This is an optimization exercise on Yosys and OpenROAD, whose aim is small area, not a production implementation. The RTL was checked by simulation tests, not by an equivalence proof against the original design. No run shown here takes its clock network from TritonCTS; it comes from the design's own scripts or RTL. No driver is modelled on the clock port, so clock power and skew are understated where the tree is cut down; a real chip needs a root buffer or a tree. Power figures rest on the tool's default switching activity, not on a simulated workload.

===== flow/flow/run.sh =====
#!/bin/bash
# Standard layout (the standard.sh: standard synthesis, floorplan, placement,
# routing, finish) with two changes:
#  - port buffers use the smallest buffer cell (buf_1)
#  - the clock tree is built by cts_multi.tcl: the clock port drives four clock
#    buffers, each for one group of nearby registers (balanced k-means on the
#    placed register positions), placed at the centre of its group. It replaces
#    the clock_tree_synthesis call of the standard CTS step; the rest of that
#    step (timing repair, legalisation) runs unchanged.
# All tool output goes to standard.log here and to the ORFS logs under orfs/logs.
HERE=$(cd "$(dirname "$0")" && pwd)
export BUFFER_PORTS_ARGS="-buffer_cell sky130_fd_sc_hd__buf_1"
export PRE_CTS_TCL="$HERE/cts_multi.tcl"
export CTS_LEAVES=4
export CTS_SLACK_N=0
export CTS_LEAF_BUF=sky130_fd_sc_hd__buf_12
export CTS_ROOT_BUF=
export RECOVER_POWER=100
bash standard.sh > standard.log 2>&1

===== flow/flow/cts_multi.tcl =====
proc clock_tree_synthesis { args } {
  set block [ord::get_db_block]
  set dbu [$block getDbUnitsPerMicron]
  set k $::env(CTS_LEAVES)
  set pts {}
  foreach pin [get_pins -hierarchical */CLK] {
    set inst [[sta::sta_to_db_pin $pin] getInst]
    set bb [$inst getBBox]
    lappend pts [list $pin [expr { ([$bb xMin] + [$bb xMax]) / 2.0 / $dbu }] \
                           [expr { ([$bb yMin] + [$bb yMax]) / 2.0 / $dbu }]]
  }
  set n [llength $pts]
  # initial centres: spread along the sorted x+y order
  set sorted [lsort -real -index 1 $pts]
  set cen {}
  for { set c 0 } { $c < $k } { incr c } {
    set p [lindex $sorted [expr { int(($c + 0.5) * $n / $k) }]]
    lappend cen [list [lindex $p 1] [lindex $p 2]]
  }
  set cap [expr { int(ceil(double($n) / $k)) + ($::env(CTS_SLACK_N)) }]
  for { set it 0 } { $it < 50 } { incr it } {
    # balanced assignment: each point to nearest centre with room left
    set cnt {}
    for { set c 0 } { $c < $k } { incr c } { lappend cnt 0 }
    set order {}
    foreach p $pts {
      set best 1e18
      foreach cc $cen {
        set d [expr { abs([lindex $p 1] - [lindex $cc 0]) + abs([lindex $p 2] - [lindex $cc 1]) }]
        if { $d < $best } { set best $d }
      }
      lappend order [list $p $best]
    }
    set asg {}
    foreach e [lsort -real -decreasing -index 1 $order] {
      set p [lindex $e 0]
      set best 1e18
      set bc 0
      for { set c 0 } { $c < $k } { incr c } {
        if { [lindex $cnt $c] >= $cap } { continue }
        set cc [lindex $cen $c]
        set d [expr { abs([lindex $p 1] - [lindex $cc 0]) + abs([lindex $p 2] - [lindex $cc 1]) }]
        if { $d < $best } { set best $d; set bc $c }
      }
      lset cnt $bc [expr { [lindex $cnt $bc] + 1 }]
      lappend asg [list $p $bc]
    }
    set ncen {}
    for { set c 0 } { $c < $k } { incr c } {
      set sx 0.0; set sy 0.0; set m 0
      foreach a $asg {
        if { [lindex $a 1] == $c } {
          set sx [expr { $sx + [lindex $a 0 1] }]
          set sy [expr { $sy + [lindex $a 0 2] }]
          incr m
        }
      }
      if { $m > 0 } { lappend ncen [list [expr { $sx / $m }] [expr { $sy / $m }]] } else { lappend ncen [lindex $cen $c] }
    }
    set cen $ncen
  }
  for { set c 0 } { $c < $k } { incr c } {
    set pins {}
    foreach a $asg { if { [lindex $a 1] == $c } { lappend pins [lindex $a 0 0] } }
    if { [llength $pins] == 0 } { continue }
    set cc [lindex $cen $c]
    puts "clock buffer $c: $::env(CTS_LEAF_BUF), [llength $pins] registers, at ($cc)"
    insert_buffer -buffer_cell $::env(CTS_LEAF_BUF) -net clk -load_pins $pins \
      -location $cc -buffer_name clkleaf_$c
  }
  if { [info exists ::env(CTS_ROOT_BUF)] && $::env(CTS_ROOT_BUF) ne "" } {
    # one root buffer between the clock port and the group buffers
    set sx 0.0; set sy 0.0
    foreach cc $cen { set sx [expr { $sx + [lindex $cc 0] }]; set sy [expr { $sy + [lindex $cc 1] }] }
    set rc [list [expr { $sx / $k }] [expr { $sy / $k }]]
    puts "clock root buffer: $::env(CTS_ROOT_BUF) at ($rc)"
    insert_buffer -buffer_cell $::env(CTS_ROOT_BUF) -net clk -location $rc -buffer_name clkroot
    foreach it [[$block findNet clk] getITerms] {
      foreach ot [[$it getInst] getITerms] {
        if { [$ot isOutputSignal] && [$ot getNet] ne "NULL" } { [$ot getNet] setSigType CLOCK }
      }
    }
  }
  foreach it [[$block findNet clk] getITerms] {
    foreach ot [[$it getInst] getITerms] {
      if { [$ot isOutputSignal] && [$ot getNet] ne "NULL" } { [$ot getNet] setSigType CLOCK }
    }
  }
  set_propagated_clock [all_clocks]
}

===== flow/standard.sh =====
#!/bin/bash
# synth_recipe.tcl (not shown) runs the flow's synth.tcl, then flattens the netlist and writes it again
# the make line also repeats each setting of config.mk as NAME=value (left out here)
make -C /OpenROAD-flow-scripts/flow DESIGN_CONFIG=/design/flow/config.mk WORK_HOME=/design/flow/orfs CLKGATE_MAP_FILE= SYNTH_SCRIPT=/design/flow/synth_recipe.tcl "${@:-finish}"

===== flow/config.mk =====
export PLATFORM = sky130hd
export DESIGN_NAME = jtsf_objdraw
export DESIGN_NICKNAME = jtsf_objdraw
export VERILOG_FILES = /design/flow/design.v
export SDC_FILE = /design/flow/constraint.sdc
export NUM_CORES = 4
export LEC_CHECK = 0
export CAP_MARGIN = 20
export CORE_MARGIN = 2
export CORE_UTILIZATION = 65
export PLACE_DENSITY = 0.85
export SLEW_MARGIN = 20

===== flow/constraint.sdc =====
create_clock -name core_clock -period 8.0 [get_ports {clk}]
set_input_delay 1.6000 -clock core_clock [delete_from_list [all_inputs] [get_ports {clk}]]
set_output_delay 1.6000 -clock core_clock [all_outputs]
set_load 0.01 [all_outputs]

===== flow/design.v =====
module jtsf_objdraw(
    input              rst,
    input              clk,
    input              draw_cen,
    input              HINIT,
    input       [ 7:0] VF,
    input              flip,
    output reg  [ 4:0] objcnt,
    output reg  [ 3:0] pxlcnt,
    input       [15:0] objbuf_data,
    output reg  [16:0] obj_addr,
    input       [15:0] obj_data,
    input              rom_ok,
    output             HINIT_draw,
    output             rom_wait,
    output reg         draw_over,
    output reg  [ 8:0] posx,
    output reg  [ 3:0] pospal,
    output reg  [ 3:0] new_pxl
);
localparam [8:0] XOUT = 9'h1F0;
reg last, pending, over, wait_latch;
assign HINIT_draw = pending;
assign rom_wait   = !rom_ok | wait_latch;
wire [ 9:0] cnt_cur = { over, objcnt, pxlcnt };
wire [10:0] cnt_cy;
wire [ 9:0] cnt_inc;
assign cnt_cy[0] = 1'b1;
genvar gi;
generate for( gi=0; gi<10; gi=gi+1 ) begin : g_cnt
    assign cnt_inc[gi]  = cnt_cur[gi] ^ cnt_cy[gi];
    assign cnt_cy[gi+1] = cnt_cur[gi] & cnt_cy[gi];
end endgenerate
wire c_run = draw_cen & !pending & !rst;      
wire c_inc = c_run & !draw_over & !rom_wait;  
wire c_hld = (!rst & !draw_cen) | (c_run & !draw_over & rom_wait);
wire o_hld = (!rst & !draw_cen) | (c_run & (draw_over | rom_wait));
always @(posedge clk) begin
    last       <= !rst & HINIT;
    pending    <= !rst & ((HINIT & !last) | (!draw_cen & pending));
    { objcnt, pxlcnt } <= ({9{c_inc}} & cnt_inc[8:0]) | ({9{c_hld}} & { objcnt, pxlcnt });
    over       <= (c_inc & cnt_inc[9]) | (o_hld & over);
    draw_over  <= rst | (c_run & over & (pxlcnt[2:0]==3'd6)) |
                  (!rst & !(draw_cen & pending) & draw_over);
    wait_latch <= (c_run & !rom_ok) | (!rst & !draw_cen & wait_latch);
end
wire adv = draw_cen & !rom_wait;
reg  [10:0] sr;      
reg  [ 3:0] vr;      
reg         vinzone, hflip, hflip2, jmp, xo, add1, add16;
reg  [ 3:0] objpal;
reg  [15:0] planes;
wire [ 7:0] vfm;
wire [ 7:1] vfm_cy;
assign vfm_cy[1] = ~flip;
assign vfm[0]    = VF[0];
generate for( gi=1; gi<8; gi=gi+1 ) begin : g_vfm
    assign vfm[gi] = VF[gi] ^ vfm_cy[gi];
    if( gi<7 ) begin : g_c
        assign vfm_cy[gi+1] = VF[gi] & vfm_cy[gi];
    end
end endgenerate
wire [ 7:0] nvfm = ~vfm;
wire [ 7:0] ydat = objbuf_data[7:0];
wire [ 8:0] vs_cy;
wire [ 7:0] Vsum;
assign vs_cy[0] = 1'b1;
generate for( gi=0; gi<8; gi=gi+1 ) begin : g_vsum
    assign Vsum[gi]    = ydat[gi] ^ nvfm[gi] ^ vs_cy[gi];
    assign vs_cy[gi+1] = (ydat[gi] & nvfm[gi]) | (vs_cy[gi] & (ydat[gi] ^ nvfm[gi]));
end endgenerate
wire [11:0] id_cy;
wire [10:0] idsum;
assign id_cy[0] = add1;
generate for( gi=0; gi<11; gi=gi+1 ) begin : g_id
    if( gi==4 ) begin : g_fa
        assign idsum[gi]   = sr[gi] ^ add16 ^ id_cy[gi];
        assign id_cy[gi+1] = (sr[gi] & add16) | (id_cy[gi] & (sr[gi] ^ add16));
    end else begin : g_ha
        assign idsum[gi]   = sr[gi] ^ id_cy[gi];
        assign id_cy[gi+1] = sr[gi] & id_cy[gi];
    end
end endgenerate
wire [10:0] idalt = { idsum[10:5], idsum[3], idsum[4], idsum[2:0] };
always @(posedge clk) if( adv ) begin
    case( pxlcnt )
        4'd0, 4'd3: sr <= objbuf_data[10:0];
        4'd1: begin
            vr[3:1] <= { objbuf_data[9], objbuf_data[10],
                         objbuf_data[10] & (objbuf_data[8] ^ objbuf_data[15]) };
            hflip   <= objbuf_data[8];
            objpal  <= objbuf_data[3:0];
        end
        4'd2: begin
            vr      <= Vsum[3:0] ^ {4{~vr[3]}};
            vinzone <= vr[2] ? &Vsum[7:5] : &Vsum[7:4];
            add16   <= vr[2] & (~vr[3] ^ Vsum[4]);
            add1    <= vr[1];
        end
        default:;
    endcase
end
wire [ 9:0] px_cy;
wire [ 8:0] posx_inc;
assign px_cy[0] = 1'b1;
generate for( gi=0; gi<9; gi=gi+1 ) begin : g_px
    assign posx_inc[gi] = posx[gi] ^ px_cy[gi];
    assign px_cy[gi+1]  = posx[gi] & px_cy[gi];
end endgenerate
wire       load7 = pxlcnt==4'd7;
wire        oa_ld  = adv & (pxlcnt==4'd3);
wire        oa_new = oa_ld & vinzone & !rst;
wire        oa_hld = !oa_ld & !rst;
wire        ob_ld  = adv & (pxlcnt[1:0]==2'd3);
wire        ob_new = ob_ld & vinzone & !rst;
wire        ob_hld = !ob_ld & !rst;
always @(posedge clk) begin
    obj_addr[16:2] <= ({15{oa_new}} & { idalt, vr }) | ({15{oa_hld}} & obj_addr[16:2]);
    obj_addr[ 1:0] <= ({ 2{ob_new}} & (pxlcnt[3:2] ^ {2{hflip}})) | ({2{ob_hld}} & obj_addr[1:0]);
end
wire        px_out = rst | (adv & (xo | (jmp & !vinzone)));
wire        px_obj = adv & !rst & !xo & jmp & vinzone;
wire        px_inc = adv & !rst & !xo & !jmp;
wire        px_hld = !adv & !rst;
wire [ 8:0] posx_nx = ({9{px_out}} & XOUT) | ({9{px_obj}} & sr[8:0]) |
                      ({9{px_inc}} & posx_inc) | ({9{px_hld}} & posx);
wire        pp_new = adv & jmp & !rst;
wire        pp_hld = !(adv & jmp) & !rst;
wire [ 3:0] pospal_nx = ({4{pp_new}} & objpal) | ({4{pp_hld}} & pospal);
wire        pl_set = rst | (draw_cen & draw_over);
wire        pl_adv = adv & !draw_over;
wire        pl_ld  = pl_adv & (pxlcnt[1:0]==2'd3);
wire        pl_sh  = pl_adv & (pxlcnt[1:0]!=2'd3);
wire        pl_shr = pl_sh & hflip2;
wire        pl_shl = pl_sh & !hflip2;
wire        pl_hld = !pl_adv;
wire [15:0] pl_left  = { planes[14:12], 1'b0, planes[10:8], 1'b0,
                         planes[ 6: 4], 1'b0, planes[ 2:0], 1'b0 };
wire [15:0] pl_right = { 1'b0, planes[15:13], 1'b0, planes[11:9],
                         1'b0, planes[ 7: 5], 1'b0, planes[ 3:1] };
wire [15:0] planes_nx = {16{pl_set}} | ({16{pl_ld}} & obj_data) |
                        ({16{pl_shl}} & pl_left) | ({16{pl_shr}} & pl_right) |
                        ({16{pl_hld}} & planes);
wire [ 3:0] pxl_out = hflip2 ? { planes[0], planes[4], planes[ 8], planes[12] }
                             : { planes[3], planes[7], planes[11], planes[15] };
wire [ 3:0] newpxl_nx = {4{rst}} | ({4{adv}} & pxl_out) | ({4{!adv}} & new_pxl);
always @(posedge clk) begin
    posx    <= posx_nx;
    pospal  <= pospal_nx;
    planes  <= planes_nx;
    new_pxl <= newpxl_nx;
end
always @(posedge clk) if( rst ) begin
    hflip2  <= 1'b0;
    jmp     <= 1'b0;
    xo      <= 1'b1;
end else if( draw_cen ) begin
    if( !rom_wait )
        jmp     <= !draw_over && load7;
    if( draw_over ) begin
        xo     <= 1'b1;
    end else if( !rom_wait ) begin
        xo <= 1'b0;
        if( load7 ) hflip2 <= hflip;
    end
end
endmodule

==> notes.md, run 1 <==
Outcome:
- The flow ran to the end, but the layout failed sign-off.
- The violated checks flagged at sign-off are max-capacitance violations, max-slew violations.

Finish:
- The fill cell instance count of the final layout is roughly 490.
- The ratio of cells with drive above 1 in the final layout is 1.952%.
- The multi-input combinational cells in the finished layout cover a total of between 1500 and 2000 sq um.
- The number of nets in the final layout is 550.
- The signed area change from the synthesized netlist to the final layout is 7.962%.
- The register area is just over 2000 sq um.
- The core occupancy in the finished layout is 72.02%.
- 0 antenna diodes ended up in the layout.

Run:
- Max-cap violations in this run came to 1.

Critical path:
- In this design, the stage delay of the slowest critical-path cell is 430 ps.
- The worst setup path is launched from an input pin.
- Walking the worst path, the cells encountered are buf_1, inv_1, ha_1, inv_1, fa_1, inv_1, fa_1, inv_1, fa_1, inv_1, fa_1, fa_1, fa_1, xnor2_1, xnor2_1, a2111oi_0.
- The largest driver fanout on the critical path is 3.
- In this design, the largest share of critical-path delay is due to adder cells.
- The critical path arrival is between 4000 and 5000 ps.
- For this design, the slowest cell found on the critical path is sky130_fd_sc_hd__fa_1.
- The critical path start-end classification is input pin to flip-flop.
- Counting both buffers and inverters, the worst setup path holds a total of 6.
- The most frequent cell on the critical path is sky130_fd_sc_hd__fa_1.
- The worst setup path is captured at a flip-flop.
- Data on the critical path is required at its endpoint by between 7000 and 8000 ps.

Logic synthesis:
- The average size of a mapped cell is approximately 11 sq um.
- After synthesis, the cell types taking the most area are sky130_fd_sc_hd__dfxtp_1 (32%), sky130_fd_sc_hd__edfxtp_1 (16%), sky130_fd_sc_hd__ha_1 (10%), sky130_fd_sc_hd__a22o_1 (4.8%), sky130_fd_sc_hd__nand3_1 (4.0%).
- Of all flip-flops after synthesis, the portion carrying an async set or reset was 0%.
- Yosys mapped the design onto 46 distinct sky130hd cell types.
- After synthesis, the largest area contributor takes up between 30% and 40% of total cell area.
- sky130_fd_sc_hd__dfxtp_1 is the most common cell in the netlist.
- In this run, synthesis produced a sequential element count of 90.
- The register area share after synthesis is 48.25%.
- The cell type with the largest total area after synthesis is sky130_fd_sc_hd__dfxtp_1.
- The cell area that synthesis handed to floorplanning was roughly 4200 sq um.
- The number of nets handed over by synthesis was around 480.
- The number of flops mapped to enable cells by yosys is 23.
- After synthesis, the most frequently instantiated cells are sky130_fd_sc_hd__dfxtp_1 (67), sky130_fd_sc_hd__nand2_1 (43), sky130_fd_sc_hd__ha_1 (34), sky130_fd_sc_hd__nand3_1 (34).
- For this run, the number of Yosys warnings is 1.
- Counting every instance in the synthesized netlist gives between 300 and 400.
- The most used flip-flop cell after synthesis is sky130_fd_sc_hd__dfxtp_1.

Timing:
- Measured against its own limit, the worst slew margin works out to -23.53%.
- Setup repair after global routing left no endpoint under its margin.
- The max-slew violation total from the final report is 13.
- Setup slack on the critical path of the routed design comes to between 3000 and 4000 ps.
- Clock skew on the completed layout was measured at 9.381 ps.
- After routing, the total negative slack on setup checks comes to 0 ps.
- The final critical-path required period is 4867 ps.
- The final number of setup-violating endpoints is 0.
- The part of the cycle the worst path needs is between 60% and 70%.
- For the pin with the worst max-slew slack, the measured transition is around 1800 ps.
- For this run, the top clock speed supported by timing is roughly 0.21 GHz.
- The number of failing hold endpoints at the final stage was 0.

Detailed routing:
- The routed layout has roughly 3200 vias.
- The mean routed wirelength per cell is 16.04 microns.
- The number of antenna-violating nets in the routed design is 0.
- The number of design rule violations left after detail routing is 0.
- The number of detailed-routing iterations run before antenna repair is 5.
- The final routed wirelength across all metal layers is 8627 microns.
- The via-per-instance ratio is 5.931.
- The iteration-0 DRC count of the detailed router is ~190.

Place:
- Buffers placed on the I/O ports in this run total 87.
- The estimated wirelength of the detail-placed design is between 6000 and 7000 microns.
- Before CTS, the worst setup slack after placement is 2937 ps.
- At the end of routability-driven placement, the weighted congestion stood at 0.8179.

Pwr:
- The share of total power in combinational logic is under 10%.
- The sequential power share is approximately 65%.
- The clock share of power is about a quarter.
- The analysis attributes to net switching a power of 162.2 uW.
- Power spread over the standard cell area amounts to 164.3 nW/um^2.
- The worst ir drop on vdd is 0.0001553 V.
- The share of total power consumed by net switching is roughly 22%.
- The internal power consumption is between 500 and 600 uW.
- The leakage power summed over all cells is roughly 1.8 nW.

Floorplanning:
- The die covers around 7100 sq um.
- Once the floorplan was initialized, standard cells occupied around two thirds of the core.
- The floorplan step defined a core boundary enclosing around 6300 sq um.
- The number of rows in the core area is 29.
- The chip width is approximately 84 microns.
- The die is between 80 and 90 microns tall.
- The count of boundary I/O pins is between 90 and 100.

Global route:
- The first global-routing pass estimated roughly 14000 microns of wire.
- Global routing consumed, over all layers together, a little under a quarter of the routing resources.
- The number of antenna violations at the first check in global routing came to 0.
- Entering global routing, the biggest net connects 29 pins.
- Summed over all layers, the global routing overflow is 0.
- The number of global-route vias before repair is roughly 3000.

Clock network:
- At the later pin of the worst-skew pair, clock insertion delay measures between 100 and 150 ps.
- The count of hold-fix buffers inserted at cts is 0.
- Gates resized during post-CTS repair numbered 0.
- Buffers added to address setup during post-CTS repair amount to 0.
- After clock tree synthesis, the clock-pin slew on the worst setup and hold paths is roughly 100 ps.

Hold path:
- The classification of the worst-slack hold path is flip-flop to flip-flop.
cell families after synthesis:
group	after synthesis	share of synthesized area, %
and+or+nand+nor	115	14.77
DFF	90	48.25
AOI/OAI and AO/OA	84	14.59
buffers and inverters	43	4.783
adders and majority gates	41	13.43
xor gates and xnor gates	12	2.496
muxes	7	1.693
layer usage:
metal	part of all wire, %	vias to the layer above	GRT usage [%]
met4	1.1	0	2.597
met3	5.1	10	1.770
met1	45	1537	35.06
met2	49	88	39.80
met5	0	-	0
li1	-	1556	-
layout make-up:
| class | instances | area share [%] |
|---|---|---|
| well taps | 77 | 2.119 |
| flip-flops and latches | 90 | 44.69 |
| multi-input cells | 259 | 42.52 |
| inverters | 19 | 1.569 |
| repair buffers | 89 | 7.347 |
worst paths after layout:
check                               startpoint    endpoint  slack, ps  cells after the start
worst max register to register      wait_latch  planes[14]       4810                      3
worst min register to register      new_pxl[1]  new_pxl[1]        470                      1
worst min-delay path                new_pxl[1]  new_pxl[1]        470                      1
worst max-delay path            objbuf_data[0]     vinzone       3130                     16
cells in the final DEF, fill, tap and decap left out, drive strengths merged, types with 6 or more instances in the layout:
cell,instances
a21oi,15
o21ai,20
mux2i,6
nand2,43
fa,7
xor2,7
a22o,23
buf,90
dfxtp,67
nand3,34
inv,19
edfxtp,23
nor2,12
ha,34
a221o,9
registers in the layout, summed over array words and instances, names as in the netlist, 4 cells and up:
signal,flops
vr,4
objcnt,5
obj_addr,17
posx,9
pxlcnt,4
new_pxl,4
planes,16
objpal,4
pospal,4
sr,11
power by group through the flow:
stage / registers (mW) / logic, mW / clock network [mW]
2_1_floorplan: 0.493 / 0.0479 / 0
3_3_place_gp: 0.494 / 0.0663 / 0
3_5_place_dp: 0.494 / 0.0698 / 0
4_1_cts: 0.484 / 0.0700 / 0.194
5_1_grt: 0.484 / 0.0775 / 0.210
6_report: 0.483 / 0.0680 / 0.196
through the flow:
stage          instances  area, sq um  hold slack (ps)  power (mW)
5_1_grt              538         4547            503.5      0.7720
2_1_floorplan        392         4212            427.3      0.5408
3_5_place_dp         534         4519            457.0      0.5637
3_3_place_gp         534         4519            434.7      0.5600
6_report             538         4547            470.2      0.7472
4_1_cts              538         4599            473.8      0.7483
==> inputs of run 2 (changes only) <==
--- a/flow/flow/run.sh
+++ b/flow/flow/run.sh
@@ -17,3 +17,2 @@
 export CTS_ROOT_BUF=
-export RECOVER_POWER=100
 bash standard.sh > standard.log 2>&1
==> run 2 against run 1 <==
Effect of this change: the run now finishes clean; critical path depth unchanged; clock skew about the same; critical path type unchanged; sequential power hardly changed; register-to-register slack gained 190 ps; design area grew 1.2%; global-route usage did not move; highest routed layer unchanged; setup slack worse by 6.4 ps; hold slack better by 6.7 ps; sequential share of layout area fell by 0.55 points; clock power is essentially flat.
==> notes.md, run 2 <==
Outcome:
- The flow ran to the end and the layout has no timing, DRC or antenna violations.

Logic synthesis:
- Of all cell types, the one taking the most synthesized area is sky130_fd_sc_hd__dfxtp_1.
- The number of flops mapped to enable cells by yosys is 23 (unchanged).
- The cell area after synthesis is 4212 sq um (unchanged).
- By area the synthesized netlist is led by sky130_fd_sc_hd__dfxtp_1 (32%), sky130_fd_sc_hd__edfxtp_1 (16%), sky130_fd_sc_hd__ha_1 (10%), sky130_fd_sc_hd__a22o_1 (4.8%), sky130_fd_sc_hd__nand3_1 (4.0%).
- In the post-synthesis netlist, the cell with the most instances is sky130_fd_sc_hd__dfxtp_1.
- The fraction of synthesis flops using an asynchronous set or reset pin is 0% (unchanged).
- By area, the combinational part of the netlist is dominated by simple AND/OR/NAND/NOR gates.
- The area fraction in and, or, nand and nor cells after synthesis was 14.77% (unchanged).
- The count of synthesis-stage warnings from yosys is 1 (unchanged).
- In the synthesized netlist, the cells that appear most often are sky130_fd_sc_hd__dfxtp_1 (67), sky130_fd_sc_hd__nand2_1 (43), sky130_fd_sc_hd__ha_1 (34), sky130_fd_sc_hd__nand3_1 (34).
- The register bit count reported by yosys is 90 (unchanged).
- The number of distinct library cells after synthesis came to 46 (unchanged).
- The synthesized-area fraction occupied by adder cells is 13.43% (unchanged).
- The synthesized instance count is 392 (unchanged).
- The average size of a mapped cell is 10.74 sq um (unchanged).
- In the synthesized netlist the dominant register cell turns out to be sky130_fd_sc_hd__dfxtp_1.
- The number of nets in the synthesized netlist is 479 (unchanged).
- The share of synthesized area spent on multiplexers came to 1.693% (unchanged).
- The share of the synthesized area in the top cell type came to 31.85% (unchanged).
- The fraction of the mapped netlist area in compound gates came to 14.59% (unchanged).
- The xor and xnor fraction of the mapped netlist area was 2.496% (unchanged).
- The register area share after synthesis is 48.25% (unchanged).

Floorplanning:
- The effective utilization at floorplan is 66.71% (unchanged).
- The die footprint is 7139 sq um (unchanged).
- The vertical die dimension was 84.50 microns (unchanged).
- The chip width is 84.50 microns (unchanged).
- The number of rows in the core area came to 29 (unchanged).
- The count of boundary I/O pins is 92 (unchanged).
- The total core area came to 6314 sq um (unchanged).

Critical path:
- The critical path's slowest cell is sky130_fd_sc_hd__fa_1.
- The most frequent cell on the critical path is sky130_fd_sc_hd__fa_1.
- The worst setup path is launched from an input pin.
- The maximum cell stage delay along the critical path was 430 ps (about the same).
- The largest driver fanout on the critical path is 3 (unchanged).
- The critical path in this run is classified as input pin to flip-flop.
- The signal on the critical path passes through buf_1, inv_1, ha_1, inv_1, fa_1, inv_1, fa_1, inv_1, fa_1, inv_1, fa_1, fa_1, fa_1, xnor2_1, xnor2_1, a2111oi_0.
- The kind of cell with the highest combined delay along the critical path is adder cells.
- The worst path required time is 7910 ps (about the same).
- The buffering stage count on the worst path with inverters included is 6 (unchanged).
- STA classifies the critical path endpoint as a flip-flop.
- The critical path arrival is 4780 ps (about the same).

Detailed routing:
- The number of antenna-violating nets in the routed design came to 0 (unchanged).
- The wire length on met3 came to 457 microns (+4.3%).
- The number of vias in the routed layout is 3187 (-0.13%).
- The via-per-instance ratio is 5.924 (-0.13%).
- The number of design rule violations left after detail routing is 0 (unchanged).
- The wire length on met1 came to 3980 microns (+2.1%).
- The number of detailed-routing iterations run before antenna repair is 4 (-1).
- The iteration-0 DRC count of the detailed router is 199 (+2.6%).
- The sum of met2 wire segment lengths after detailed routing is 4172 microns (-0.57%).
- The mean routed wirelength per cell was 16.15 microns (+0.74%).
- Signal routing reaches up to met4.
- The final routed wirelength across all metal layers is 8691 microns (+0.74%).

Place:
- The placed instance count is 534 (unchanged).
- The estimated wirelength of the detail-placed design is 6274 microns (unchanged).
- The placement-stage cell area is 4519 sq um (unchanged).
- The global placement routability congestion is 0.8179 (unchanged).
- The number of buffers added on ports is 87 (unchanged).

Pwr:
- The sequential power share came to 64.3% (-0.4 points).
- The share of total power in combinational logic is 9.3% (+0.2 points).
- The worst ir drop on vdd is 0.0001578 V (+1.6%).
- The leakage power summed over all cells is 1.797 nW (+1.5%).
- The share of total power consumed by net switching is 22.12% (+0.41 points).
- The power density normalized to cell area is 163.4 nW/um^2 (-0.56%).
- The clock share of power is 26.4% (+0.2 points).
- The net switching power was 166.4 uW (+2.6%).
- The internal power consumption came to 585.8 uW (+0.14%).
- The total power after layout is 752.2 uW (+0.67%).

Timing:
- The total negative slack for setup checks is 0 ps (unchanged).
- The achievable clock frequency is 0.2052 GHz (-0.13%).
- The part of the cycle the worst path needs is 60.92% (+0.080 points).
- The max-slew violation total from the final report is 0 (-13).
- The final critical-path required period is 4874 ps (+6.420 ps).
- The worst setup skew after layout came to 8.988 ps (-0.3938 ps).
- The number of failing hold endpoints at the final stage was 0 (unchanged).
- The final number of setup-violating endpoints was 0 (unchanged).
- The worst slew margin relative to its limit is 30.96% (+54 points).
- Setup repair after global routing left no endpoint under its margin.
- The slew at the pin closest to its max-slew limit came to 1033 ps (-794.3 ps).

Run:
- The count of maximum capacitance violations is 0 (-1).

Finish:
- In the final layout, the registers with the most flip-flops are obj_addr: 17 flops, planes: 16 flops, sr: 11 flops.
- The flip-flop count of the largest register after layout is 17 (unchanged).
- The signed area change from the synthesized netlist to the final layout is 9.299%.
- The core occupancy in the finished layout came to 72.91% (+0.89 points).
- Leaving out fill and tap cells, the most frequent cells in the layout are sky130_fd_sc_hd__buf_1 (87), sky130_fd_sc_hd__dfxtp_1 (67), sky130_fd_sc_hd__nand2_1 (43), sky130_fd_sc_hd__nand3_1 (34), sky130_fd_sc_hd__ha_1 (34).
- The number of nets in the final layout is 550 (unchanged).
- The final antenna diode count is 0 (unchanged).
- The number of standard cells in the final layout excluding fillers is 538 (unchanged).
- The commonest non-fill, non-tap cell in the layout is sky130_fd_sc_hd__buf_1.
- More flip-flops sit in one register than any other, and that register is obj_addr.
- The area of all placed cells without fillers is 4603 sq um (+1.2%).
- The ratio of cells with drive above 1 in the final layout is 3.688% (+1.7 points).

Clock network:
- The clock latency on the worst-skew pair came to 130 ps (about the same).
- The buffer count from post-CTS setup fixing is 0 (unchanged).
- The count of hold-fix buffers inserted at cts is 0 (unchanged).
- The number of resized instances in the post-cts repair step is 0 (unchanged).
- The post-CTS clock slew at the launch and capture registers of the worst setup and hold paths is 100 ps (about the same).

Global route:
- The number of antenna violations at the first check in global routing was 0 (unchanged).
- The total routing usage reported by global routing is 23.68% (unchanged).
- The overflow left after global routing is 0 (unchanged).
- The first-pass GRT wire length is 14390 microns (unchanged).
- The number of global-route vias before repair came to 3025 (unchanged).
- The pin count of the biggest net entering global routing is 29 (unchanged).

Hold path:
- The classification of the worst-slack hold path is flip-flop to flip-flop.
## run 2: layer usage
layer | global-route usage (%) | up-vias
met3 | 1.770 | 8
met4 | 2.597 | 0
li1 | - | 1554
met2 | 39.80 | 98
met1 | 35.06 | 1527
met5 | 0 | -
## run 2: cell families (layout without fill, tap and decap cells)
kind of cell,Yosys count,count (layout)
flops,90,90
buf+inv,43,112
fa+ha+maj,41,41
mux,7,7
simple gates,115,115
compound gates,84,84
xor+xnor,12,12
## run 2: power groups by stage
stage | sequential [mW] | clock (mW) | combinational, mW
after floorplan | 0.493 | 0 | 0.0479
after global placement | 0.494 | 0 | 0.0663
after detailed placement | 0.494 | 0 | 0.0698
after CTS | 0.484 | 0.194 | 0.0700
after global routing | 0.485 | 0.210 | 0.0792
final | 0.484 | 0.199 | 0.0696
## run 2: cell type report
| cell class | instances | area [sq um] |
|---|---|---|
| Fill cell | 480 | 1710 |
| Tap cell | 77 | 96.34 |
| Multi-Input combinational cell | 259 | 1982 |
| Timing Repair Buffer | 89 | 341.6 |
| Sequential cell | 90 | 2032 |
| Inverter | 19 | 71.32 |
## run 2: final timing paths
| kind | depth (start not counted) | start | slack (ps) | to |
|---|---|---|---|---|
| setup / recovery | 16 | objbuf_data[0] | 3130 | vinzone |
| hold / removal | 1 | new_pxl[0] | 480 | new_pxl[0] |
| setup reg to reg | 12 | sr[0] | 5000 | obj_addr[16] |
| hold reg to reg | 1 | new_pxl[0] | 480 | new_pxl[0] |
## run 2: worst reg2reg max path: cells and delay by family, from the launching register on
family	cells	cell delay (ps)
XOR/XNOR	1	150
adder cells (fa/ha/maj)	10	2130
flip-flops	1	440
AO/OA/AOI/OAI	1	200
## run 2: stage by stage
step / setup WS (ps) / hold slack, ps
after CTS: 3078 / 473.8
after floorplan: 3297 / 427.3
final: 3126 / 476.8
after global placement: 3064 / 434.7
after global routing: 2829 / 503.5
after detailed placement: 2937 / 457.0
==> inputs of run 3 (changes only) <==
--- a/flow/design.v
+++ b/flow/design.v
@@ -152,15 +152,7 @@
 end
-always @(posedge clk) if( rst ) begin
-    hflip2  <= 1'b0;
-    jmp     <= 1'b0;
-    xo      <= 1'b1;
-end else if( draw_cen ) begin
-    if( !rom_wait )
-        jmp     <= !draw_over && load7;
-    if( draw_over ) begin
-        xo     <= 1'b1;
-    end else if( !rom_wait ) begin
-        xo <= 1'b0;
-        if( load7 ) hflip2 <= hflip;
-    end
+wire        h2_ld = pl_adv & load7;
+always @(posedge clk) begin
+    hflip2 <= !rst & ((h2_ld & hflip) | (!h2_ld & hflip2));
+    jmp    <= !rst & ((adv & !draw_over & load7) | (!adv & jmp));
+    xo     <= rst | (draw_cen & draw_over) | (!adv & xo);
 end
==> run 3 against run 2 <==
Effect of this change: global-route usage is 0.66 points higher; first-iteration DRC count is 5.5% lower; power is 0.87% lower; still clean on timing, DRC and antenna; critical path depth stayed put; core utilization is 0.10 points higher; setup slack worse by 88 ps; design area is 0.43% lower; sequential share of layout area is 0.19 points higher; clock skew is 1.4 ps higher; routed wire length is 1.2% higher; cell count is 0.56% higher; clock power hardly changed.
==> notes.md, run 3 <==
Place:
- The number of buffers added on ports is 87 (unchanged).
- The placement-stage cell area is 4503 sq um (-0.36%).
- The estimated wirelength of the detail-placed design is 6560 microns (+4.6%).
- The pre-CTS setup slack is 2897 ps (-39.83 ps).
- The global placement routability congestion is 0.8731 (+6.7%).

Clock network:
- The number of resized instances in the post-cts repair step is 0 (unchanged).
- The post-CTS clock slew at the launch and capture registers of the worst setup and hold paths was 90 ps (about the same).
- The count of hold-fix buffers inserted at cts was 0 (unchanged).
- The clock latency on the worst-skew pair was 130 ps (about the same).
- The buffer count from post-CTS setup fixing was 0 (unchanged).

Logic synthesis:
- The count of synthesis-stage warnings from yosys is 1 (unchanged).
- The xor and xnor fraction of the mapped netlist area is 2.532% (+0.037 points).
- Sorting the synthesized cells by area gives the leading types as sky130_fd_sc_hd__dfxtp_1 (32%), sky130_fd_sc_hd__edfxtp_1 (17%), sky130_fd_sc_hd__ha_1 (10%), sky130_fd_sc_hd__nand3_1 (5.1%), sky130_fd_sc_hd__a22o_1 (4.9%).
- The average size of a mapped cell is 10.61 sq um (-1.2%).
- The register bit count reported by yosys is 90 (unchanged).
- The share of synthesized area spent on multiplexers is 1.718% (+0.025 points).
- The fraction of the mapped netlist area in compound gates is 13.54% (-1.1 points).
- sky130_fd_sc_hd__dfxtp_1 is the most common cell in the netlist.
- The synthesized-area fraction occupied by adder cells was 13.63% (+0.20 points).
- The register area share after synthesis was 48.96% (+0.71 points).
- The cell type with the largest total area after synthesis is sky130_fd_sc_hd__dfxtp_1.
- The share of the synthesized area in the top cell type was 32.32% (+0.47 points).
- The main combinational cell family by area after synthesis is simple AND/OR/NAND/NOR gates.
- The number of flops mapped to enable cells by yosys came to 23 (unchanged).
- The fraction of synthesis flops using an asynchronous set or reset pin is 0% (unchanged).
- The cell area after synthesis came to 4150 sq um (-1.5%).
- The synthesized instance count was 391 (-0.26%).
- The number of distinct library cells after synthesis was 49 (+6.5%).
- The commonest cells after synthesis are sky130_fd_sc_hd__dfxtp_1 (67), sky130_fd_sc_hd__nand3_1 (42), sky130_fd_sc_hd__nand2_1 (38).
- The number of nets in the synthesized netlist is 478 (-0.21%).
- The area fraction in and, or, nand and nor cells after synthesis came to 15.35% (+0.58 points).
- The most used flip-flop cell after synthesis is sky130_fd_sc_hd__dfxtp_1.

Critical path:
- The critical path start-end classification is input pin to flip-flop.
- The worst setup path is launched from an input pin.
- The endpoint of the worst-slack reg-to-reg timing path is over.
- The worst-case register-to-register setup slack is 4980 ps (-20 ps).
- The instance count on the critical path is 16 (unchanged).
- The buffering stage count on the worst path with inverters included is 6 (unchanged).
- The launch point of the worst reg-to-reg path is pxlcnt[1].
- The most frequent cell on the critical path is sky130_fd_sc_hd__fa_1.
- The critical path ends at vinzone.
- The maximum cell stage delay along the critical path is 440 ps (about the same).
- The kind of cell with the highest combined delay on the critical path is adder cells.
- The largest individual stage delay along the critical path comes from the cell sky130_fd_sc_hd__fa_1.
- The depth of the worst register-to-register path is 10 (-2).
- The critical path arrival came to 4860 ps (+80 ps).
- The most critical setup path has its startpoint at flip.
- The worst path required time is 7900 ps (about the same).
- Walking the worst path, the cells encountered are buf_1, inv_1, ha_1, inv_1, fa_1, inv_1, fa_1, inv_1, fa_1, inv_1, fa_1, fa_1, fa_1, xnor2_1, xnor2_1, a2111oi_0.
- The largest driver fanout on the critical path is 1 (-2).
- The element type at the critical path end is a flip-flop.

Finish:
- The number of nets in the final layout is 553 (+0.55%).
- In the final layout, the registers with the most flip-flops are obj_addr: 17 flops, planes: 16 flops, sr: 11 flops.
- The ratio of cells with drive above 1 in the final layout is 3.448% (-0.24 points).
- The flip-flop count of the largest register after layout is 17 (unchanged).
- The core occupancy in the finished layout is 73.01% (+0.10 points).
- Counting flops per register, the top entry is obj_addr.
- The final antenna diode count is 0 (unchanged).
- In the layout the commonest cells are sky130_fd_sc_hd__buf_1 (87), sky130_fd_sc_hd__dfxtp_1 (67), sky130_fd_sc_hd__nand3_1 (42), sky130_fd_sc_hd__nand2_1 (38), sky130_fd_sc_hd__ha_1 (34).
- The area of all placed cells without fillers is 4583 sq um (-0.43%).
- Compared with the post-synthesis result, the final layout area differs by 10.43%.
- The library cell used most frequently in the layout, excluding fill and tap cells, is sky130_fd_sc_hd__buf_1.

Pwr:
- The power density normalized to cell area is 162.7 nW/um^2 (-0.43%).
- The leakage power summed over all cells is 1.883 nW (+4.8%).
- The worst ir drop on vdd came to 0.0001639 V (+3.9%).

Floorplanning:
- The chip width is 83.91 microns (-0.70%).
- The die footprint was 7040 sq um (-1.4%).
- The vertical die dimension is 83.91 microns (-0.70%).
- The count of boundary I/O pins is 92 (unchanged).
- The number of rows in the core area came to 29 (unchanged).
- The effective utilization at floorplan came to 66.12% (-0.59 points).
- The total core area is 6277 sq um (-0.57%).

Timing:
- The final number of setup-violating endpoints is 0 (unchanged).
- The achievable clock frequency came to 0.2015 GHz (-1.8%).
- The slew at the pin closest to its max-slew limit is 1080 ps (+47.52 ps).
- The part of the cycle the worst path needs is 62.03% (+1.1 points).
- The total negative slack for setup checks is 0 ps (unchanged).
- The max-slew violation total from the final report came to 0 (unchanged).
- Setup repair after global routing left no endpoint under its margin.
- The number of failing hold endpoints at the final stage came to 0 (unchanged).
- The final worst slack came to 3038 ps (-88.36 ps).
- The worst setup skew after layout is 10.37 ps (+1.379 ps).
- The final critical-path required period was 4962 ps (+88.36 ps).
- The worst slew margin relative to its limit is 27.78% (-3.2 points).

Global route:
- The overflow left after global routing came to 0 (unchanged).
- The first-pass GRT wire length is 14450 microns (+0.43%).
- The number of global-route vias before repair is 3092 (+2.2%).
- The pin count of the biggest net entering global routing is 33 (+14%).
- The total routing usage reported by global routing is 24.34% (+0.66 points).
- The number of antenna violations at the first check in global routing was 0 (unchanged).

Detailed routing:
- The mean routed wirelength per cell was 16.26 microns (+0.65%).
- The number of design rule violations left after detail routing is 0 (unchanged).
- The via-per-instance ratio is 5.985 (+1.0%).
- The number of antenna-violating nets in the routed design is 0 (unchanged).
- The number of detailed-routing iterations run before antenna repair came to 5 (+1).
- The final routed wirelength across all metal layers is 8796 microns (+1.2%).
- The iteration-0 DRC count of the detailed router came to 188 (-5.5%).
- The number of vias in the routed layout is 3238 (+1.6%).

Outcome:
- The flow ran to the end and the layout has no timing, DRC or antenna violations.

Run:
- The count of maximum capacitance violations came to 0 (unchanged).

Hold path:
- The classification of the worst-slack hold path is flip-flop to flip-flop.
## run 3: cell count changes after synthesis, sizes merged, moves of 2 or more
| cell | change |
|---|---|
| o21ai | -13 |
| a221o | -8 |
| a221oi | +8 |
| nand3 | +8 |
| a31oi | +6 |
| a22oi | -5 |
| nand2 | -5 |
| nor2 | +5 |
| a21oi | +4 |
| buf | -2 |
| nand2b | -2 |
| nor4 | -2 |
| or2 | -2 |
## run 3: layout make-up
cell class	instances	area (sq um)
repair buffers	91	356.6
flip-flops and latches	90	2032
inverters	19	71.32
fillers	476	1694
multi-input cells	260	1947
well taps	77	96.34
## run 3: layer usage
metal,routed length (microns),track usage [%]
met1,3847,34.13
met2,4305,41.45
met3,509,2.473
met4,133,4.839
met5,0,0
## run 3: worst min-delay path by stage
stage / from / to / slack, ps / cells after the start
after floorplan: vr[1] / add1 / 430 / 0
after global placement: vr[1] / add1 / 440 / 0
after detailed placement: vr[1] / add1 / 450 / 0
after CTS: vr[1] / add1 / 470 / 0
after global routing: new_pxl[1] / new_pxl[1] / 490 / 1
final: vr[1] / add1 / 470 / 0
## run 3: through the flow
step | cells | power, mW | hold WS, ps
after floorplan | 391 | 0.5353 | 427.3
after global placement | 537 | 0.5557 | 435.9
after detailed placement | 537 | 0.5601 | 451.1
after CTS | 541 | 0.7485 | 473.9
after global routing | 541 | 0.7709 | 487.1
final | 541 | 0.7457 | 469.1
## run 3: kinds of logic (layout without fill, tap and decap cells)
family / count (synthesis) / in the layout
XOR/XNOR: 12 / 12
AND/OR/NAND/NOR: 123 / 123
buffers and inverters: 41 / 114
AO/OA/AOI/OAI: 77 / 77
flip-flops: 90 / 90
adder cells (fa/ha/maj): 41 / 41
multiplexers: 7 / 7
## run 3: where the power goes
part / switching, mW / internal, mW / leakage (nW) / total, mW
clock: 0.114 / 0.0814 / 0.0376 / 0.196
combinational: 0.0408 / 0.0286 / 1.09 / 0.0694
sequential: 0.00650 / 0.474 / 0.754 / 0.481
## run 3: worst reg2reg max path, cell delays in order (launching register included)
cell	delay [ps]
sky130_fd_sc_hd__dfxtp_1	420
sky130_fd_sc_hd__ha_1	810
sky130_fd_sc_hd__ha_1	300
sky130_fd_sc_hd__ha_1	150
sky130_fd_sc_hd__ha_1	140
sky130_fd_sc_hd__ha_1	140
sky130_fd_sc_hd__ha_1	140
sky130_fd_sc_hd__ha_1	140
sky130_fd_sc_hd__ha_1	150
sky130_fd_sc_hd__or4b_1	430
sky130_fd_sc_hd__a21oi_1	140
==> inputs of run 4 (changes only) <==
--- a/flow/flow/run.sh
+++ b/flow/flow/run.sh
@@ -13,2 +13,3 @@
 export PRE_CTS_TCL="$HERE/cts_multi.tcl"
+export PRE_GLOBAL_ROUTE_TCL="$HERE/pre_grt.tcl"
 export CTS_LEAVES=4
==> flow/flow/pre_grt.tcl (new file) <==
# Before global routing: downsize gates that synthesis sized up but that have
# timing slack to spare (OpenROAD's power recovery). The global-route step
# that follows repairs slew, capacitance and timing as usual.
if { [env_var_exists_and_non_empty DONT_USE_CELLS] } {
  set_dont_use $::env(DONT_USE_CELLS)
}
estimate_parasitics -placement
repair_timing -recover_power 100 -verbose
==> run 4 against run 3 <==
Effect of this change: register-to-register slack hardly changed; routed wire length is 0.41% higher; synthesized area stayed put; flip-flop and latch count stayed put; sequential share of layout area is 0.097 points higher; sequential power hardly changed.
==> notes.md, run 4 <==
Timing:
- The part of the cycle the worst path needs is 62.03% (about the same).
- The achievable clock frequency came to 0.2015 GHz (about the same).
- The max-slew violation total from the final report is 0 (unchanged).
- The slew at the pin closest to its max-slew limit is 980.0 ps (-100.5 ps).
- The final critical-path required period came to 4962 ps (+0.2600 ps).
- The total negative slack for setup checks came to 0 ps (unchanged).
- The worst slew margin relative to its limit was 34.43% (+6.6 points).
- Setup repair after global routing left no endpoint under its margin.
- The number of failing hold endpoints at the final stage is 0 (unchanged).
- The final number of setup-violating endpoints is 0 (unchanged).
- The worst setup skew after layout is 11.53 ps (+1.160 ps).

Hold path:
- The worst hold endpoint is add1.
- The number of cells on the worst hold path is 0 (unchanged).
- The classification of the worst-slack hold path is flip-flop to flip-flop.
- The worst hold path begins at vr[1].

Critical path:
- The critical path arrival was 4860 ps (about the same).
- The critical path's slowest cell is sky130_fd_sc_hd__fa_1.
- The maximum cell stage delay along the critical path is 440 ps (about the same).
- The depth of the worst register-to-register path came to 10 (unchanged).
- The worst path required time is 7900 ps (about the same).
- The worst-case register-to-register setup slack was 4970 ps (about the same).
- The critical path start-end classification is input pin to flip-flop.
- The launch point of the worst reg-to-reg path is pxlcnt[1].
- Among the stages of the critical path, the cell type that occurs most often is sky130_fd_sc_hd__fa_1.
- STA classifies the critical path endpoint as a flip-flop.
- The largest driver fanout on the critical path was 1 (unchanged).
- The worst register-to-register path ends at over.
- The signal on the critical path passes through buf_1, inv_1, ha_1, inv_1, fa_1, inv_1, fa_1, inv_1, fa_1, inv_1, fa_1, fa_1, fa_1, xnor2_1, xnor2_1, a2111oi_0.
- The element type at the critical path start is an input pin.

Floorplanning:
- The count of boundary I/O pins came to 92 (unchanged).
- The die footprint was 7040 sq um (unchanged).
- The chip width is 83.91 microns (unchanged).
- The vertical die dimension is 83.91 microns (unchanged).
- The effective utilization at floorplan came to 66.12% (unchanged).
- The total core area was 6277 sq um (unchanged).
- The number of rows in the core area is 29 (unchanged).

Finish:
- The largest registers in the layout are obj_addr: 17 flops, planes: 16 flops, sr: 11 flops.
- The flip-flop count of the largest register after layout is 17 (unchanged).
- The commonest non-fill, non-tap cell in the layout is sky130_fd_sc_hd__buf_1.
- The register area is 2032 sq um (unchanged).
- The ratio of cells with drive above 1 in the final layout is 3.004% (-0.44 points).
- The final antenna diode count is 0 (unchanged).
- The fill cell instance count of the final layout is 479 (+0.63%).
- The library cells used most frequently in the layout, excluding fill and tap cells, are sky130_fd_sc_hd__buf_1 (86), sky130_fd_sc_hd__dfxtp_1 (67), sky130_fd_sc_hd__nand3_1 (42), sky130_fd_sc_hd__nand2_1 (38), sky130_fd_sc_hd__ha_1 (34).
- The register containing the most flip-flops in the final layout is obj_addr.
- The number of standard cells in the final layout excluding fillers is 543 (+0.37%).
- The signed area change from the synthesized netlist to the final layout is 10.19%.
- The area of combinational cells with multiple inputs is 1928 sq um (-0.96%).
- The number of nets in the final layout is 555 (+0.36%).

Logic synthesis:
- The number of nets in the synthesized netlist is 478 (unchanged).
- The cell type with the largest total area after synthesis is sky130_fd_sc_hd__dfxtp_1.
- The cell area after synthesis is 4150 sq um (unchanged).
- The average size of a mapped cell is 10.61 sq um (unchanged).
- The most common cell in the synthesized netlist is sky130_fd_sc_hd__dfxtp_1.
- By count the netlist is led by sky130_fd_sc_hd__dfxtp_1 (67), sky130_fd_sc_hd__nand3_1 (42), sky130_fd_sc_hd__nand2_1 (38).
- The synthesized instance count is 391 (unchanged).
- The synthesized-area fraction occupied by adder cells is 13.63% (unchanged).
- The number of distinct library cells after synthesis is 49 (unchanged).
- The fraction of synthesis flops using an asynchronous set or reset pin is 0% (unchanged).
- The count of synthesis-stage warnings from yosys is 1 (unchanged).
- The share of synthesized area spent on multiplexers is 1.718% (unchanged).
- In the synthesized netlist the dominant register cell turns out to be sky130_fd_sc_hd__dfxtp_1.
- The xor and xnor fraction of the mapped netlist area is 2.532% (unchanged).
- The fraction of the mapped netlist area in compound gates came to 13.54% (unchanged).
- The register bit count reported by yosys was 90 (unchanged).
- The main combinational cell family by area after synthesis is simple AND/OR/NAND/NOR gates.
- After synthesis, the cell types taking the most area are sky130_fd_sc_hd__dfxtp_1 (32%), sky130_fd_sc_hd__edfxtp_1 (17%), sky130_fd_sc_hd__ha_1 (10%), sky130_fd_sc_hd__nand3_1 (5.1%), sky130_fd_sc_hd__a22o_1 (4.9%).
- The number of flops mapped to enable cells by yosys came to 23 (unchanged).
- The register area share after synthesis is 48.96% (unchanged).
- The share of the synthesized area in the top cell type came to 32.32% (unchanged).
- The area fraction in and, or, nand and nor cells after synthesis was 15.35% (unchanged).

Outcome:
- The flow ran to the end and the layout has no timing, DRC or antenna violations.

Global route:
- The pin count of the biggest net entering global routing was 33 (unchanged).
- The first-pass GRT wire length is 14430 microns (-0.15%).
- The total routing usage reported by global routing came to 24.28% (-0.063 points).
- The overflow left after global routing is 0 (unchanged).
- The number of antenna violations at the first check in global routing was 0 (unchanged).
- The number of global-route vias before repair is 3099 (+0.23%).

Clock network:
- The count of hold-fix buffers inserted at cts is 0 (unchanged).
- The clock latency on the worst-skew pair came to 130 ps (about the same).
- The post-CTS clock slew at the launch and capture registers of the worst setup and hold paths is 90 ps (about the same).
- The number of resized instances in the post-cts repair step is 0 (unchanged).
- The buffer count from post-CTS setup fixing came to 0 (unchanged).

Detailed routing:
- The mean routed wirelength per cell is 16.27 microns (about the same).
- The number of antenna-violating nets in the routed design is 0 (unchanged).
- The via-per-instance ratio is 6.024 (+0.65%).
- The final routed wirelength across all metal layers is 8832 microns (+0.41%).
- The iteration-0 DRC count of the detailed router was 240 (+28%).
- The number of vias in the routed layout is 3271 (+1.0%).
- The number of detailed-routing iterations run before antenna repair is 4 (-1).
- The number of design rule violations left after detail routing is 0 (unchanged).

Run:
- The count of maximum capacitance violations came to 0 (unchanged).

Pwr:
- The leakage power summed over all cells is 1.875 nW (-0.41%).
- The power density normalized to cell area is 162.9 nW/um^2 (+0.14%).
- The worst ir drop on vdd is 0.0001639 V (about the same).

Place:
- The global placement routability congestion came to 0.8731 (unchanged).
- The placed instance count came to 537 (unchanged).
- The number of buffers added on ports is 87 (unchanged).
- The estimated wirelength of the detail-placed design is 6560 microns (unchanged).
==> run 4: cell counts after synthesis <==
No cell type changed its count.
==> run 4: worst max path at each step <==
stage	slack (ps)	endpoint	cells past startpoint	start
global placement	3000	vinzone	16	objbuf_data[0]
global route	2780	vinzone	16	flip
finish	3040	vinzone	16	flip
CTS	3040	vinzone	16	flip
floorplan	3300	vinzone	15	flip
detailed placement	2900	vinzone	16	flip
==> run 4: where the power goes <==
| group | switching [mW] | leakage [nW] | internal, mW |
|---|---|---|---|
| sequential | 0.00636 | 0.754 | 0.474 |
| clock | 0.114 | 0.0376 | 0.0814 |
| combinational | 0.0407 | 1.08 | 0.0281 |
==> run 4: worst max-delay path: cells and delay by family <==
family	cells	cell delay (ps)
adder cells (fa/ha/maj)	7	2290
buffers and inverters	6	380
AO/OA/AOI/OAI	1	330
XOR/XNOR	2	260
==> run 4: logic make-up after synthesis <==
kind of cell	after synthesis
adder cells (fa/ha/maj)	41
XOR/XNOR	12
AND/OR/NAND/NOR	123
AO/OA/AOI/OAI	77
multiplexers	7
flip-flops	90
buffers and inverters	41
==> run 4: area by class of cell <==
class	count	share of cell area, %
Inverter	19	1.560
Multi-Input combinational cell	260	42.16
Sequential cell	90	44.43
Tap cell	77	2.107
Timing Repair Buffer	93	7.989
==> run 4: routing by layer <==
metal	vias to the layer above	share of wire, %	GRT usage, %
met4	0	1.3	4.839
met3	12	5.7	2.473
met5	-	0	0
li1	1572	-	-
met2	110	49	41.60
met1	1577	44	33.81
==> run 4: through the flow <==
| step | util, % | total power, mW | setup WS, ps | hold slack [ps] | instance area (sq um) |
|---|---|---|---|---|---|
| 6_report | 72.85 | 0.7451 | 3038 | 469.9 | 4573 |
| 5_1_grt | 72.85 | 0.7701 | 2778 | 487.1 | 4573 |
| 4_1_cts | 73.01 | 0.7485 | 3037 | 473.9 | 4583 |
| 3_5_place_dp | 71.74 | 0.5601 | 2897 | 451.1 | 4503 |
| 3_3_place_gp | 71.74 | 0.5557 | 3000 | 435.9 | 4503 |
| 2_1_floorplan | - | 0.5353 | 3297 | 427.3 | 4150 |
==> inputs of run 5 (changes only) <==
--- a/flow/config.mk
+++ b/flow/config.mk
@@ -10,2 +10,3 @@
 export CORE_UTILIZATION = 65
+export GPL_TIMING_DRIVEN = 0
 export PLACE_DENSITY = 0.85
==> run 5 against run 4 <==
Effect of this change: synthesized cell count unchanged; clock power shrank 3%; still clean; maximum frequency grew 0.63%.
==> notes.md, run 5 <==
Outcome:
- The flow ran to the end and the layout has no timing, DRC or antenna violations.

Critical path:
- For this design, the slowest cell found on the critical path is sky130_fd_sc_hd__fa_1.
- The critical path start-end classification is input pin to flip-flop.
- STA classifies the critical path startpoint as an input pin.
- The worst path required time came to 7910 ps (about the same).
- The maximum cell stage delay along the critical path is 430 ps (about the same).
- The critical path arrival came to 4840 ps (-20 ps).
- Among the stages of the critical path, the cell type that occurs most often is sky130_fd_sc_hd__fa_1.
- The element type at the critical path end is a flip-flop.
- The largest driver fanout on the critical path is 3 (+2).
- Walking the worst path, the cells encountered are buf_1, inv_1, ha_1, inv_1, fa_1, inv_1, fa_1, inv_1, fa_1, inv_1, fa_1, fa_1, fa_1, xnor2_1, xnor2_1, a2111oi_0.

Finish:
- The fill cell instance count of the final layout is 514 (+7.3%).
- The area growth from synthesis to layout is 10.91%.
- The final antenna diode count is 0 (unchanged).
- The commonest non-fill, non-tap cell in the layout is sky130_fd_sc_hd__buf_1.
- The top cell types in the final layout, fill and taps aside, are sky130_fd_sc_hd__buf_1 (87), sky130_fd_sc_hd__dfxtp_1 (67), sky130_fd_sc_hd__nand3_1 (42), sky130_fd_sc_hd__nand2_1 (38), sky130_fd_sc_hd__ha_1 (34).
- The largest registers in the layout are obj_addr: 17 flops, planes: 16 flops, sr: 11 flops.
- The flip-flop count of the largest register after layout is 17 (unchanged).
- The area of all placed cells without fillers is 4603 sq um (+0.66%).
- Ranked by flip-flop count, first place goes to obj_addr.
- The number of nets in the final layout was 571 (+2.9%).
- The ratio of cells with drive above 1 in the final layout was 1.867% (-1.1 points).

Hold path:
- The min-delay analysis places its worst path in the category flip-flop to flip-flop.

Logic synthesis:
- In the synthesized netlist the dominant register cell turns out to be sky130_fd_sc_hd__dfxtp_1.
- The xor and xnor fraction of the mapped netlist area is 2.532% (unchanged).
- The synthesized-area fraction occupied by adder cells is 13.63% (unchanged).
- The cell type with the largest total area after synthesis is sky130_fd_sc_hd__dfxtp_1.
- The main combinational cell family by area after synthesis is simple AND/OR/NAND/NOR gates.
- The number of distinct library cells after synthesis came to 49 (unchanged).
- The area fraction in and, or, nand and nor cells after synthesis is 15.35% (unchanged).
- The share of synthesized area spent on multiplexers is 1.718% (unchanged).
- The number of nets in the synthesized netlist is 478 (unchanged).
- The share of the synthesized area in the top cell type is 32.32% (unchanged).
- The synthesized instance count is 391 (unchanged).
- The average size of a mapped cell is 10.61 sq um (unchanged).
- After synthesis, the cell types taking the most area are sky130_fd_sc_hd__dfxtp_1 (32%), sky130_fd_sc_hd__edfxtp_1 (17%), sky130_fd_sc_hd__ha_1 (10%), sky130_fd_sc_hd__nand3_1 (5.1%), sky130_fd_sc_hd__a22o_1 (4.9%).
- The most numerous cell in the Yosys netlist is sky130_fd_sc_hd__dfxtp_1.
- The number of flops mapped to enable cells by yosys is 23 (unchanged).
- The cell area after synthesis is 4150 sq um (unchanged).
- The fraction of the mapped netlist area in compound gates is 13.54% (unchanged).
- The count of synthesis-stage warnings from yosys is 1 (unchanged).
- The fraction of synthesis flops using an asynchronous set or reset pin was 0% (unchanged).
- The register area share after synthesis was 48.96% (unchanged).
- By count the netlist is led by sky130_fd_sc_hd__dfxtp_1 (67), sky130_fd_sc_hd__nand3_1 (42), sky130_fd_sc_hd__nand2_1 (38).
- The register bit count reported by yosys is 90 (unchanged).

Detailed routing:
- The final routed wirelength across all metal layers is 8799 microns (-0.37%).
- The number of design rule violations left after detail routing came to 0 (unchanged).
- The number of antenna-violating nets in the routed design was 0 (unchanged).
- The iteration-0 DRC count of the detailed router was 249 (+3.8%).
- The mean routed wirelength per cell is 15.74 microns (-3.2%).
- The number of vias in the routed layout is 3377 (+3.2%).
- The number of detailed-routing iterations run before antenna repair is 6 (+2).
- The via-per-instance ratio is 6.041 (+0.29%).

Timing:
- The part of the cycle the worst path needs is 61.64% (-0.39 points).
- The max-slew violation total from the final report was 0 (unchanged).
- The final critical-path required period is 4931 ps (-31.28 ps).
- The slew at the pin closest to its max-slew limit is 924.0 ps (-55.96 ps).
- Setup repair after global routing left no endpoint under its margin.
- The total negative slack for setup checks is 0 ps (unchanged).
- The achievable clock frequency is 0.2028 GHz (+0.63%).
- The worst setup skew after layout was 4.862 ps (-6.664 ps).
- The final number of setup-violating endpoints is 0 (unchanged).
- The worst hold margin was 461.4 ps (-8.576 ps).
- The number of failing hold endpoints at the final stage is 0 (unchanged).
- The worst slew margin relative to its limit is 38.17% (+3.7 points).

Global route:
- The total routing usage reported by global routing is 24.07% (-0.21 points).
- The overflow left after global routing is 0 (unchanged).
- The pin count of the biggest net entering global routing came to 24 (-27%).
- The number of antenna violations at the first check in global routing came to 0 (unchanged).
- The first-pass GRT wire length is 14240 microns (-1.3%).
- The number of global-route vias before repair is 2986 (-3.6%).

Pwr:
- The net switching power is 157.7 uW (-2.3%).
- The internal power consumption is 584.0 uW (about the same).
- The leakage power summed over all cells is 1.885 nW (+0.55%).
- The sequential power share is 64.8% (+0.3 points).
- The power density normalized to cell area came to 161.1 nW/um^2 (-1.1%).
- The worst ir drop on vdd is 0.0001528 V (-6.8%).
- The share of total power in combinational logic is 9.4% (+0.2 points).
- The total power after layout came to 741.7 uW (-0.46%).
- The share of total power consumed by net switching is 21.26% (-0.41 points).
- The clock share of power is 25.8% (-0.5 points).

Floorplanning:
- The die footprint came to 7040 sq um (unchanged).
- The number of rows in the core area came to 29 (unchanged).
- The effective utilization at floorplan is 66.12% (unchanged).
- The vertical die dimension is 83.91 microns (unchanged).
- The count of boundary I/O pins came to 92 (unchanged).
- The total core area came to 6277 sq um (unchanged).
- The chip width is 83.91 microns (unchanged).

Place:
- The global placement routability congestion is 0.8440 (-3.3%).
- The estimated wirelength of the detail-placed design is 6752 microns (+2.9%).
- The number of buffers added on ports is 87 (unchanged).
- The placement-stage cell area came to 4573 sq um (+1.6%).

Clock network:
- The clock latency on the worst-skew pair is 120 ps (about the same).
- The buffer count from post-CTS setup fixing was 0 (unchanged).
- The post-CTS clock slew at the launch and capture registers of the worst setup and hold paths is 90 ps (about the same).
- The number of resized instances in the post-cts repair step came to 0 (unchanged).
- The count of hold-fix buffers inserted at cts is 0 (unchanged).

Run:
- The count of maximum capacitance violations came to 0 (unchanged).
-- run 5: path summary, 6_finish.rpt --
path	from	end	slack, ps	cells past startpoint
setup / recovery	objbuf_data[0]	vinzone	3070	16
hold / removal	obj_addr[1]	obj_addr[1]	460	2
hold reg to reg	obj_addr[1]	obj_addr[1]	460	2
setup reg to reg	sr[0]	obj_addr[16]	5060	12
-- run 5: critical path, delay by kind of cell --
| family | cells | cell delay [ps] |
|---|---|---|
| adder cells (fa/ha/maj) | 7 | 2160 |
| buffers and inverters | 6 | 490 |
| XOR/XNOR | 2 | 260 |
| AO/OA/AOI/OAI | 1 | 300 |
-- run 5: layout make-up --
class / instances / area, sq um / share of cell area [%]
timing repair buffer: 87 / 326.6 / 7.094
tap: 77 / 96.34 / 2.093
buffer: 22 / 86.33 / 1.876
multi-input combinational: 260 / 1911 / 41.51
inverter: 19 / 71.32 / 1.549
sequential: 90 / 2032 / 44.14
-- run 5: kinds of logic (layout without fill, tap and decap cells) --
logic type               count (synthesis)  after routing
AO/OA/AOI/OAI                           77             77
flip-flops                              90             90
multiplexers                             7              7
adder cells (fa/ha/maj)                 41             41
XOR/XNOR                                12             12
buffers and inverters                   41            132
AND/OR/NAND/NOR                        123            123
-- run 5: power groups by stage --
stage	clock network, mW	registers (mW)	logic [mW]
5_1_grt	0.205	0.481	0.0793
6_report	0.191	0.480	0.0700
3_3_place_gp	0	0.490	0.0671
2_1_floorplan	0	0.490	0.0453
4_1_cts	0.192	0.480	0.0716
3_5_place_dp	0	0.491	0.0712
-- run 5: through the flow --
step / worst slack [ps] / util (%) / std cells
6_report: 3069 / 73.33 / 559
5_1_grt: 2855 / 73.33 / 559
4_1_cts: 2999 / 74.13 / 559
3_5_place_dp: 2867 / 72.85 / 555
3_3_place_gp: 2841 / 72.85 / 555
2_1_floorplan: 3297 / - / 391
-- run 5: per-layer routing --
| metal | part of all wire (%) | routed length (microns) | up-vias | GRT usage (%) |
|---|---|---|---|---|
| met5 | 0 | 0 | - | 0 |
| met4 | 1.3 | 117 | 0 | 3.079 |
| met3 | 6.6 | 577 | 14 | 3.066 |
| met2 | 47 | 4156 | 132 | 39.27 |
| met1 | 45 | 3947 | 1630 | 35.63 |
| li1 | - | - | 1601 | - |
==> inputs of run 6 (changes only) <==
--- a/flow/config.mk
+++ b/flow/config.mk
@@ -7,3 +7,3 @@
 export LEC_CHECK = 0
-export CAP_MARGIN = 20
+export CAP_MARGIN = 0
 export CORE_MARGIN = 2
@@ -12,2 +12,2 @@
 export PLACE_DENSITY = 0.85
-export SLEW_MARGIN = 20
+export SLEW_MARGIN = 0
==> run 6 against run 5 <==
Effect of this change: still clean; sequential power is essentially flat; synthesized cell count is the same; core utilization is the same; flip-flop and latch count is the same; cell count is the same; via count is the same; hold slack is the same; critical path depth is the same; die area is the same; sequential share of layout area is the same; first-iteration DRC count is the same; critical path type unchanged; critical endpoint unchanged; largest power group unchanged.
==> notes.md, run 6 <==
Logic synthesis:
- In the synthesized netlist, the cells that appear most often are sky130_fd_sc_hd__dfxtp_1 (67), sky130_fd_sc_hd__nand3_1 (42), sky130_fd_sc_hd__nand2_1 (38).
- The cell type with the largest total area after synthesis is sky130_fd_sc_hd__dfxtp_1.
- The average size of a mapped cell is 10.61 sq um (unchanged).
- The number of flops mapped to enable cells by yosys is 23 (unchanged).
- The cell area after synthesis is 4150 sq um (unchanged).
- The fraction of synthesis flops using an asynchronous set or reset pin is 0% (unchanged).

Finish:
- Leaving out fill and tap cells, the most frequent cells in the layout are sky130_fd_sc_hd__buf_1 (87), sky130_fd_sc_hd__dfxtp_1 (67), sky130_fd_sc_hd__nand3_1 (42), sky130_fd_sc_hd__nand2_1 (38), sky130_fd_sc_hd__ha_1 (34).
- The flip-flop count of the largest register after layout was 17 (unchanged).
- The register containing the most flip-flops in the final layout is obj_addr.
- The commonest non-fill, non-tap cell in the layout is sky130_fd_sc_hd__buf_1.
- In the final layout, the registers with the most flip-flops are obj_addr: 17 flops, planes: 16 flops, sr: 11 flops.
- The signed area change from the synthesized netlist to the final layout was 10.91% (unchanged).
- The ratio of cells with drive above 1 in the final layout is 1.867% (unchanged).

Global route:
- The total routing usage reported by global routing is 24.07% (unchanged).
- The pin count of the biggest net entering global routing is 24 (unchanged).

Timing:
- The part of the cycle the worst path needs was 61.64% (unchanged).
- The max-slew violation total from the final report is 0 (unchanged).

Outcome:
- The run finished with no timing, DRC or antenna violations.

Floorplanning:
- The chip width came to 83.91 microns (unchanged).
- The count of boundary I/O pins is 92 (unchanged).
- The vertical die dimension was 83.91 microns (unchanged).
- The number of rows in the core area is 29 (unchanged).

Detailed routing:
- The mean routed wirelength per cell was 15.74 microns (unchanged).
- The final routed wirelength across all metal layers was 8799 microns (unchanged).
- The number of detailed-routing iterations run before antenna repair was 6 (unchanged).
- The iteration-0 DRC count of the detailed router was 249 (unchanged).

Place:
- The estimated wirelength of the detail-placed design is 6752 microns (unchanged).
- The placement-stage cell area came to 4573 sq um (unchanged).

Critical path:
- The largest driver fanout on the critical path is 3 (unchanged).
- The worst path required time is 7910 ps (about the same).
- The critical path arrival is 4840 ps (about the same).

Pwr:
- The power density normalized to cell area was 161.1 nW/um^2 (unchanged).

Clock network:
- The number of resized instances in the post-cts repair step is 0 (unchanged).

Hold path:
- In this run the worst hold path is classified as flip-flop to flip-flop.
-- run 6: cell counts after synthesis --
No cell type changed its count.
-- run 6: report_power, final --
part | internal [mW] | total, mW | switching [mW] | leakage [nW]
sequential | 0.474 | 0.480 | 0.00623 | 0.754
clock | 0.0814 | 0.191 | 0.110 | 0.0376
combinational | 0.0284 | 0.0700 | 0.0416 | 1.09
total | 0.584 | 0.742 | 0.158 | 1.89
-- run 6: final timing paths --
| kind | start | to | slack, ps | cells after the start |
|---|---|---|---|---|
| setup / recovery | objbuf_data[0] | vinzone | 3070 | 16 |
| hold / removal | obj_addr[1] | obj_addr[1] | 460 | 2 |
| hold reg to reg | obj_addr[1] | obj_addr[1] | 460 | 2 |
| setup reg to reg | sr[0] | obj_addr[16] | 5060 | 12 |
-- run 6: cell type report --
type                            instances  area [sq um]  area share, %
Sequential cell                        90          2032          44.14
Timing Repair Buffer                   87         326.6          7.094
Buffer                                 22         86.33          1.876
Inverter                               19         71.32          1.549
Tap cell                               77         96.34          2.093
Multi-Input combinational cell        260          1911          41.51
-- run 6: cells by family after synthesis --
family / count (synthesis) / synth area share [%]
multiplexers: 7 / 1.718
AND/OR/NAND/NOR: 123 / 15.35
flip-flops: 90 / 48.96
adder cells (fa/ha/maj): 41 / 13.63
AO/OA/AOI/OAI: 77 / 13.54
buffers and inverters: 41 / 4.281
XOR/XNOR: 12 / 2.532
-- run 6: worst max-delay path: stages --
cell and delay, ps:
sky130_fd_sc_hd__buf_1 150, sky130_fd_sc_hd__inv_1 70, sky130_fd_sc_hd__ha_1 190, sky130_fd_sc_hd__inv_1 80, sky130_fd_sc_hd__fa_1 160, sky130_fd_sc_hd__inv_1 60
sky130_fd_sc_hd__fa_1 380, sky130_fd_sc_hd__inv_1 80, sky130_fd_sc_hd__fa_1 160, sky130_fd_sc_hd__inv_1 50, sky130_fd_sc_hd__fa_1 430, sky130_fd_sc_hd__fa_1 430
sky130_fd_sc_hd__fa_1 410, sky130_fd_sc_hd__xnor2_1 140, sky130_fd_sc_hd__xnor2_1 120, sky130_fd_sc_hd__a2111oi_0 300
-- run 6: stage by stage --
| step | utilization [%] | worst slack, ps | power (mW) | std cells |
|---|---|---|---|---|
| global placement | 72.85 | 2841 | 0.5575 | 555 |
| finish | 73.33 | 3069 | 0.7417 | 559 |
| detailed placement | 72.85 | 2867 | 0.5618 | 555 |
| global route | 73.33 | 2855 | 0.7654 | 559 |
| floorplan | - | 3297 | 0.5353 | 391 |
| CTS | 74.13 | 2999 | 0.7439 | 559 |
-- run 6: layer usage --
layer  share of wire, %  global-route usage [%]  vias to the layer above
li1                   -                       -                     1601
met1                 45                   35.63                     1630
met3                6.6                   3.066                       14
met5                  0                       0                        -
met4                1.3                   3.079                        0
met2                 47                   39.27                      132
